Context: an optimization exercise on an open-source flow, tuned for small area and a short achievable clock period. The choices shown serve that exercise and are no tape-out recipe.
In this exercise RTL edits were held to simulation tests only and were not proved equivalent to the original.
No activity file was given, so power comes from the tool's default toggle rates.

$ cat design.v
module machine (
    input wire clk,
    input wire reset,
    input wire changes,
    output reg [1:0] state
);
parameter state_data_IN = 2'b00;
parameter state_data_BUFF = 2'b01;
parameter state_data_OUT = 2'b10;
reg [1:0] current_state, next_state;
always@(posedge clk) begin 
    if (reset)
        current_state <= state_data_IN;
    else
        current_state <= next_state;
end 
always @(*) begin
    next_state = current_state;
    case (current_state)
        state_data_IN: if (changes) begin
                        next_state = state_data_BUFF;
                        end
        state_data_BUFF: if (changes) begin
                        next_state = state_data_OUT;
                        end
        state_data_OUT: if (changes) begin
                        next_state = state_data_BUFF;
                        end
        default: if (changes) begin
                next_state=current_state;
                end
    endcase
end
always@(posedge clk) begin 
    if (reset)
        state <= state_data_IN;
    else
        state <= current_state;
end 
endmodule
module shift_register_inputs(
    input clk,rstn,
    input [7:0] data_in,
    input [1:0] selector,   
    input [1:0] selector_output,
    input [7:0] neuron0_output,  
    input [7:0] neuron1_output,  
    input [7:0] neuron2_output,  
    input [7:0] neuron3_output,  
    output reg [7:0] neuron_input0,  
    output reg [7:0] neuron_input1,  
    output reg [7:0] neuron_input2,  
    output reg [7:0] neuron_input3,  
    output reg [7:0] network_outputs
);
always@(posedge clk)
begin
    if(rstn) 
    begin
        neuron_input0 <= 8'b00000000;
        neuron_input1 <= 8'b00000000;
        neuron_input2 <= 8'b00000000;
        neuron_input3 <= 8'b00000000;
        network_outputs <= 8'b00000000;
    end
    else
    begin
        case(selector)
            2'b00   :   begin                                    
                            neuron_input0 <= data_in;            
                            neuron_input1 <= neuron_input0;
                            neuron_input2 <= neuron_input1;
                            neuron_input3 <= neuron_input2;
                        end
            2'b01   :   begin
                            neuron_input0 <= neuron_input0;
                            neuron_input1 <= neuron_input1;
                            neuron_input2 <= neuron_input2;
                            neuron_input3 <= neuron_input3;
                        end
            2'b10   :   begin
                            neuron_input0 <= neuron0_output;
                            neuron_input1 <= neuron1_output;
                            neuron_input2 <= neuron2_output;
                            neuron_input3 <= neuron3_output;
                        end
            default :   begin                                
                            neuron_input0 <= neuron_input0;
                            neuron_input1 <= neuron_input1;
                            neuron_input2 <= neuron_input2;
                            neuron_input3 <= neuron_input3;
                        end
        endcase
    end
    begin
        case(selector_output)
            2'b00   :   begin  
                            network_outputs <= neuron_input0;
            end 
            2'b01   :   begin  
                            network_outputs <= neuron_input1;
            end 
            2'b10   :   begin  
                            network_outputs <= neuron_input2;
            end 
            2'b11   :   begin  
                            network_outputs <= neuron_input3;
            end 
            default: begin
                    network_outputs <= network_outputs;
            end
        endcase
    end
end
endmodule
module register_parameters(
    input wire clk,
    input wire reset,
    input wire [7:0] data_in,
    input [1:0] selector,
    output reg [7:0] th3,
    output reg [7:0] b3,
    output reg [7:0] w33,
    output reg [7:0] w32,
    output reg [7:0] w31,
    output reg [7:0] w30,
    output reg [7:0] th2,
    output reg [7:0] b2,
    output reg [7:0] w23,
    output reg [7:0] w22,
    output reg [7:0] w21,
    output reg [7:0] w20,
    output reg [7:0] th1,
    output reg [7:0] b1,
    output reg [7:0] w13,
    output reg [7:0] w12,
    output reg [7:0] w11,
    output reg [7:0] w10,
    output reg [7:0] th0,
    output reg [7:0] b0,
    output reg [7:0] w03,
    output reg [7:0] w02,
    output reg [7:0] w01,
    output reg [7:0] w00
);
always @(posedge clk)
begin
    if (reset) begin
    w00<=8'd0;
    w01<=8'd0;
    w02<=8'd0;
    w03<=8'd0;
    b0<=8'd0;
    th0<=8'd0;
    w10<=8'd0;
    w11<=8'd0;
    w12<=8'd0;
    w13<=8'd0;
    b1<=8'd0;
    th1<=8'd0;
    w20<=8'd0;
    w21<=8'd0;
    w22<=8'd0;
    w23<=8'd0;
    b2<=8'd0;
    th2<=8'd0;
    w30<=8'd0;
    w31<=8'd0;
    w32<=8'd0;
    w33<=8'd0;
    b3<=8'd0;
    th3<=8'd0;
    end
    else begin
        case(selector)
            2'b00   :   begin 
                        w00<=w00;
                        w01<=w01;
                        w02<=w02;
                        w03<=w03;
                        b0<=b0;
                        th0<=th0;
                        w10<=w10;
                        w11<=w11;
                        w12<=w12;
                        w13<=w13;
                        b1<=b1;
                        th1<=th1;
                        w20<=w20;
                        w21<=w21;
                        w22<=w22;
                        w23<=w23;
                        b2<=b2;
                        th2<=th2;
                        w30<=w30;
                        w31<=w31;
                        w32<=w32;
                        w33<=w33;
                        b3<=b3;
                        th3<=th3;
                        end
            2'b01   :   begin 
                        w00<=w01;
                        w01<=w02;
                        w02<=w03;
                        w03<=b0;
                        b0<=th0;
                        th0<=w10;
                        w10<=w11;
                        w11<=w12;
                        w12<=w13;
                        w13<=b1;
                        b1<=th1;
                        th1<=w20;
                        w20<=w21;
                        w21<=w22;
                        w22<=w23;
                        w23<=b2;
                        b2<=th2;
                        th2<=w30;
                        w30<=w31;
                        w31<=w32;
                        w32<=w33;
                        w33<=b3;
                        b3<=th3;
                        th3<=data_in;
                        end
            2'b10   :   begin 
                        w00<=w00;
                        w01<=w01;
                        w02<=w02;
                        w03<=w03;
                        b0<=b0;
                        th0<=th0;
                        w10<=w10;
                        w11<=w11;
                        w12<=w12;
                        w13<=w13;
                        b1<=b1;
                        th1<=th1;
                        w20<=w20;
                        w21<=w21;
                        w22<=w22;
                        w23<=w23;
                        b2<=b2;
                        th2<=th2;
                        w30<=w30;
                        w31<=w31;
                        w32<=w32;
                        w33<=w33;
                        b3<=b3;
                        th3<=th3;
                        end
            default :   begin 
                        w00<=w00;
                        w01<=w01;
                        w02<=w02;
                        w03<=w03;
                        b0<=b0;
                        th0<=th0;
                        w10<=w10;
                        w11<=w11;
                        w12<=w12;
                        w13<=w13;
                        b1<=b1;
                        th1<=th1;
                        w20<=w20;
                        w21<=w21;
                        w22<=w22;
                        w23<=w23;
                        b2<=b2;
                        th2<=th2;
                        w30<=w30;
                        w31<=w31;
                        w32<=w32;
                        w33<=w33;
                        b3<=b3;
                        th3<=th3;
                        end
            endcase
    end
end
endmodule
module perceptron(
    input [7:0] in0,
    input [7:0] in1,
    input [7:0] in2,
    input [7:0] in3,
    input [7:0] weight0,  
    input [7:0] weight1,
    input [7:0] weight2,
    input [7:0] weight3,
    input [7:0] bias,
    input [7:0] threshold,
    output reg [7:0] out
);
reg [7:0] sum_p;
reg [7:0] res;
always@(*)
begin
    sum_p=in0*weight0+in1*weight1+in2*weight2+in3*weight3+bias;
    res = sum_p - threshold;
    if (res[7])
        out = 8'b00000000;
    else
        out = sum_p;
end
endmodule
module neural_network (
    input wire clk,
    input wire reset,
    input wire changes,
    input wire [1:0] selector_output,
    input wire [7:0] data_in,
    output wire [7:0] network_outputs
);
wire [1:0] state;
wire [7:0] neuron_input0, neuron_input1, neuron_input2, neuron_input3;
wire [7:0] neuron0_output, neuron1_output, neuron2_output, neuron3_output;
wire [7:0] w00, w01, w02, w03, b0, th0;
wire [7:0] w10, w11, w12, w13, b1, th1;
wire [7:0] w20, w21, w22, w23, b2, th2;
wire [7:0] w30, w31, w32, w33, b3, th3;
machine machine_inst (
    .clk(clk),
    .reset(reset),
    .changes(changes),
    .state(state)
);
shift_register_inputs shift_reg_inst (
    .clk(clk),
    .rstn(reset),
    .data_in(data_in),
    .selector(state),
    .selector_output(selector_output),
    .neuron0_output(neuron0_output),
    .neuron1_output(neuron1_output),
    .neuron2_output(neuron2_output),
    .neuron3_output(neuron3_output),
    .neuron_input0(neuron_input0),
    .neuron_input1(neuron_input1),
    .neuron_input2(neuron_input2),
    .neuron_input3(neuron_input3),
    .network_outputs(network_outputs)
);
perceptron perceptron0 (
    .in0(neuron_input0),
    .in1(neuron_input1),
    .in2(neuron_input2),
    .in3(neuron_input3),
    .weight0(w00),
    .weight1(w01),
    .weight2(w02),
    .weight3(w03),
    .bias(b0),
    .threshold(th0),
    .out(neuron0_output)
);
perceptron perceptron1 (
    .in0(neuron_input0),
    .in1(neuron_input1),
    .in2(neuron_input2),
    .in3(neuron_input3),
    .weight0(w10),
    .weight1(w11),
    .weight2(w12),
    .weight3(w13),
    .bias(b1),
    .threshold(th1),
    .out(neuron1_output)
);
perceptron perceptron2 (
    .in0(neuron_input0),
    .in1(neuron_input1),
    .in2(neuron_input2),
    .in3(neuron_input3),
    .weight0(w20),
    .weight1(w21),
    .weight2(w22),
    .weight3(w23),
    .bias(b2),
    .threshold(th2),
    .out(neuron2_output)
);
perceptron perceptron3 (
    .in0(neuron_input0),
    .in1(neuron_input1),
    .in2(neuron_input2),
    .in3(neuron_input3),
    .weight0(w30),
    .weight1(w31),
    .weight2(w32),
    .weight3(w33),
    .bias(b3),
    .threshold(th3),
    .out(neuron3_output)
);
register_parameters reg_params_inst (
    .clk(clk),
    .reset(reset),
    .data_in(data_in),
    .selector(state),
    .th3(th3),
    .b3(b3),
    .w33(w33),
    .w32(w32),
    .w31(w31),
    .w30(w30),
    .th2(th2),
    .b2(b2),
    .w23(w23),
    .w22(w22),
    .w21(w21),
    .w20(w20),
    .th1(th1),
    .b1(b1),
    .w13(w13),
    .w12(w12),
    .w11(w11),
    .w10(w10),
    .th0(th0),
    .b0(b0),
    .w03(w03),
    .w02(w02),
    .w01(w01),
    .w00(w00)
);
endmodule
$ cat config.mk
export PLATFORM = sky130hd
export DESIGN_NAME = neural_network
export DESIGN_NICKNAME = neural_network
export VERILOG_FILES = /design/flow/design.v
export SDC_FILE = /design/flow/constraint.sdc
export NUM_CORES = 4
export LEC_CHECK = 0
export CAP_MARGIN = 20
export CORE_MARGIN = 2
export CORE_UTILIZATION = 40
export SLEW_MARGIN = 20
$ cat constraint.sdc
create_clock -name core_clock -period 9.0 [get_ports {clk}]
set_input_delay 1.8000 -clock core_clock [delete_from_list [all_inputs] [get_ports {clk}]]
set_output_delay 1.8000 -clock core_clock [all_outputs]
set_load 0.01 [all_outputs]
$ cat run.sh
#!/bin/bash
# synth_recipe.tcl (not shown) runs the flow's synth.tcl, then flattens the netlist and writes it again
# the make line also repeats each setting of config.mk as NAME=value (left out here)
make -C /OpenROAD-flow-scripts/flow DESIGN_CONFIG=/design/flow/config.mk WORK_HOME=/design/flow/orfs CLKGATE_MAP_FILE= SYNTH_SCRIPT=/design/flow/synth_recipe.tcl finish
==> impl_metrics.json <==
{
  "layout_commonest_cell": "nand2_1",
  "preCtsSetupSlack_ps": 994,
  "whs_path_depth": 2,
  "fp.dieArea_sq_um": 67300,
  "fillers": 6474,
  "ioPinCount": 21,
  "area_growth_syn_to_layout_pct": 7.89,
  "clkLatencyLatePin_ps": 600,
  "diodes": 0,
  "die_width_um": 259,
  "hold_path_class": "register to register",
  "yosysTopAreaCellShare_pct": 23.9,
  "cts.sinks": 236,
  "worstPathRequired_ps": 9470,
  "globalRouteOverflowTotal": 0,
  "setup_viol": 0,
  "drt_iter0_drc": 1794,
  "worstRegToRegCells": 22,
  "vias": 19900,
  "crit_fanout": 18,
  "synthTopCellsByArea": "fa_1 24%, dfxtp_1 18%, ha_1 13%",
  "p_int_mw": 1.87,
  "io_buffers": 20,
  "crit_type": "register to register",
  "antenna_found_initial": 2,
  "final_cell_mix": "686 x nand2_1, 507 x inv_1, 312 x fa_1",
  "cts_tree": "done",
  "powerDensity_nw_per_um2": 92.2,
  "fin_setup_tns_ps": 0,
  "fmax_mhz": 124,
  "finClkSkew_ps": 15.1,
  "routed_wl_um": 77300,
  "grt_use_total_pct": 23.5,
  "num_rows": 93,
  "rsz0062_at_grt": "no",
  "dp_cells": 3878,
  "fin_hold_ws_ps": 462,
  "hold_buffers": 0,
  "maxSlewViolCount": 0,
  "swShare_pct": 28.0,
  "avgSynthCellArea_sq_um": 8.35,
  "period_minus_slack_ps": 8040,
  "max_slew_margin_pct": 26.4,
  "synth_cell_type_count": 40,
  "ys_warn_count": 4,
  "finalPower_mw": 2.60,
  "power.switching_mw": 0.727,
  "routedWlPerCell_um": 19.7,
  "initial_core_util_pct": 40.5,
  "die_y_um": 259,
  "syn_inst": 3123,
  "p_comb_share_pct": 8.7,
  "power_leakage_nw": 12.1,
  "ant_nets": 0,
  "cts_max_level": 1,
  "status": "finished clean",
  "synth_ff_type": "dfxtp_1",
  "first_pass_iters": 5,
  "cts_setup_buffers": 0,
  "grt_max_degree": 193,
  "ys_seq_area_share_pct": 18.1,
  "worst_slack_ps": 965,
  "nets": 3660,
  "synth_edf_count": 0,
  "grt_pass1_vias": 20000,
  "period_share_pct": 89.3,
  "cp-start-kind": "register",
  "yosys.area.top_type": "fa_1",
  "mappedNetlistNets": 3728,
  "syn_area_sq_um": 26100,
  "hold_violations": 0,
  "power.share.clock_pct": 48.4,
  "fp.coreArea_sq_um": 64500,
  "final_cell_count_no_fill": 3931,
  "drc": 0,
  "power_frac_seq_pct": 43.0,
  "peakVddDrop_uv": 132,
  "endpoint_kind": "register",
  "cts_resized": 0,
  "cap_violations": 0,
  "hpwl_um": 57900,
  "cts_buffer_depth": 3,
  "gp_congestion": 0.915,
  "path_clk_slew_ps": 60,
  "vias_per_cell": 5.07,
  "async_flop_share_pct": 0,
  "grt_pass1_wl_um": 122000,
  "synth_seq_cells": 236,
  "cp.arrival_ps": 8500,
  "cts_buffers": 30,
  "ctsRootBufferMaster": "clkbuf_16",
  "drive_above_1_share_pct": 3.67,
  "worstMarginPinSlew_ps": 1100
}
cells in the mapped netlist (14+ instances only):
cell type  instances
a21o_1            18
a21oi_1          233
and2_1           276
clkbuf_1         152
dfxtp_1          236
fa_1             312
ha_1             280
inv_1            507
nand2_1          687
nor2_1            14
nor3_1            24
o21ai_0           18
xnor2_1          203
xor2_1            48
per-stage QoR:
stage               instance area [sq um]  util, %
floorplan                           26100        -
detailed placement                  27100     42.1
CTS                                 28100     43.7
global placement                    27100     42.1
finish                              28100     43.7
global route                        28100     43.7
layer usage:
layer / global-route usage, % / routed length [um] / part of all wire [%] / vias to the layer above
met1: 33.7 / 34600 / 45 / 9864
li1: - / - / - / 9321
met5: 0 / 0 / 0 / -
met4: 5.81 / 1980 / 2.6 / 0
met3: 3.64 / 5820 / 7.5 / 99
met2: 37.2 / 34900 / 45 / 657
worst max-delay path, stage by stage (launching register included):
cell	delay [ps]
dfxtp_1	1010
nand2_1	190
fa_1	590
fa_1	480
fa_1	560
inv_1	50
fa_1	480
fa_1	560
fa_1	420
fa_1	500
inv_1	50
fa_1	470
inv_1	40
ha_1	310
a21o_1	170
a21oi_1	170
xnor2_1	160
xnor2_1	160
xnor3_1	240
xnor3_1	250
nor4_4	520
o21ai_1	150
a2111oi_1	390
cell type report:
type | instances | area, sq um | share of cell area [%]
Inverter | 507 | 1900 | 6.76
Sequential cell | 236 | 4720 | 16.8
Clock inverter | 11 | 154 | 0.547
Tap cell | 855 | 1070 | 3.80
Timing Repair Buffer | 72 | 632 | 2.25
Clock buffer | 42 | 856 | 3.04
Multi-Input combinational cell | 2208 | 18800 | 66.8
cell families after synthesis:
logic type	Yosys count	synth area share, %
flops	236	18.1
fa+ha+maj	592	37.4
xor+xnor	262	9.38
simple gates	1043	18.2
buf+inv	679	9.86
mux	8	0.691
compound gates	303	6.37
power groups by stage:
stage               combinational, mW  sequential, mW  clock [mW]
finish                          0.225            1.11        1.26
global route                    0.235            1.11        1.32
CTS                             0.221            1.11        1.28
detailed placement              0.220            1.14           0
global placement                0.222            1.14           0
floorplan                       0.126            1.10           0
final timing paths:
kind                              startpoint                               to  slack, ps
max          shift_reg_inst.neuron_input3[2]  shift_reg_inst.neuron_input3[4]        960
min reg2reg           reg_params_inst.w00[7]           reg_params_inst.w00[7]        460
max reg2reg  shift_reg_inst.neuron_input3[2]  shift_reg_inst.neuron_input3[4]        960
min                   reg_params_inst.w00[7]           reg_params_inst.w00[7]        460

[port drivers added, routing unchanged]
No port has a modelled driver above. Below, the same layout with a new extraction and two added sets of constraints.
Step 1: set_driving_cell puts a clkbuf_16 on clk and a buf_2 on each other input, an assumption about the parent block.
Step 2 moves the port delays by t, midway between the first and last clock arrival at a register: inputs arrive t later, outputs are due t later. That takes back most of the time a late clock gives input paths.
Three values: no drivers, after step 1, after step 2; two values: the first two.
t (ns): 0.654
setup WS [ns]: 0.965 / 0.965 / 0.965
latest minus earliest clock arrival (ns): 0.016 / 0.016
slew at the worst register clock pin (ns): 0.06 / 0.06
pins driven straight from the clock port: 1
After both steps setup and hold are still met in this run. The setup slack of this run moves by 0.000 ns with the drivers and by 0.000 ns with both steps.
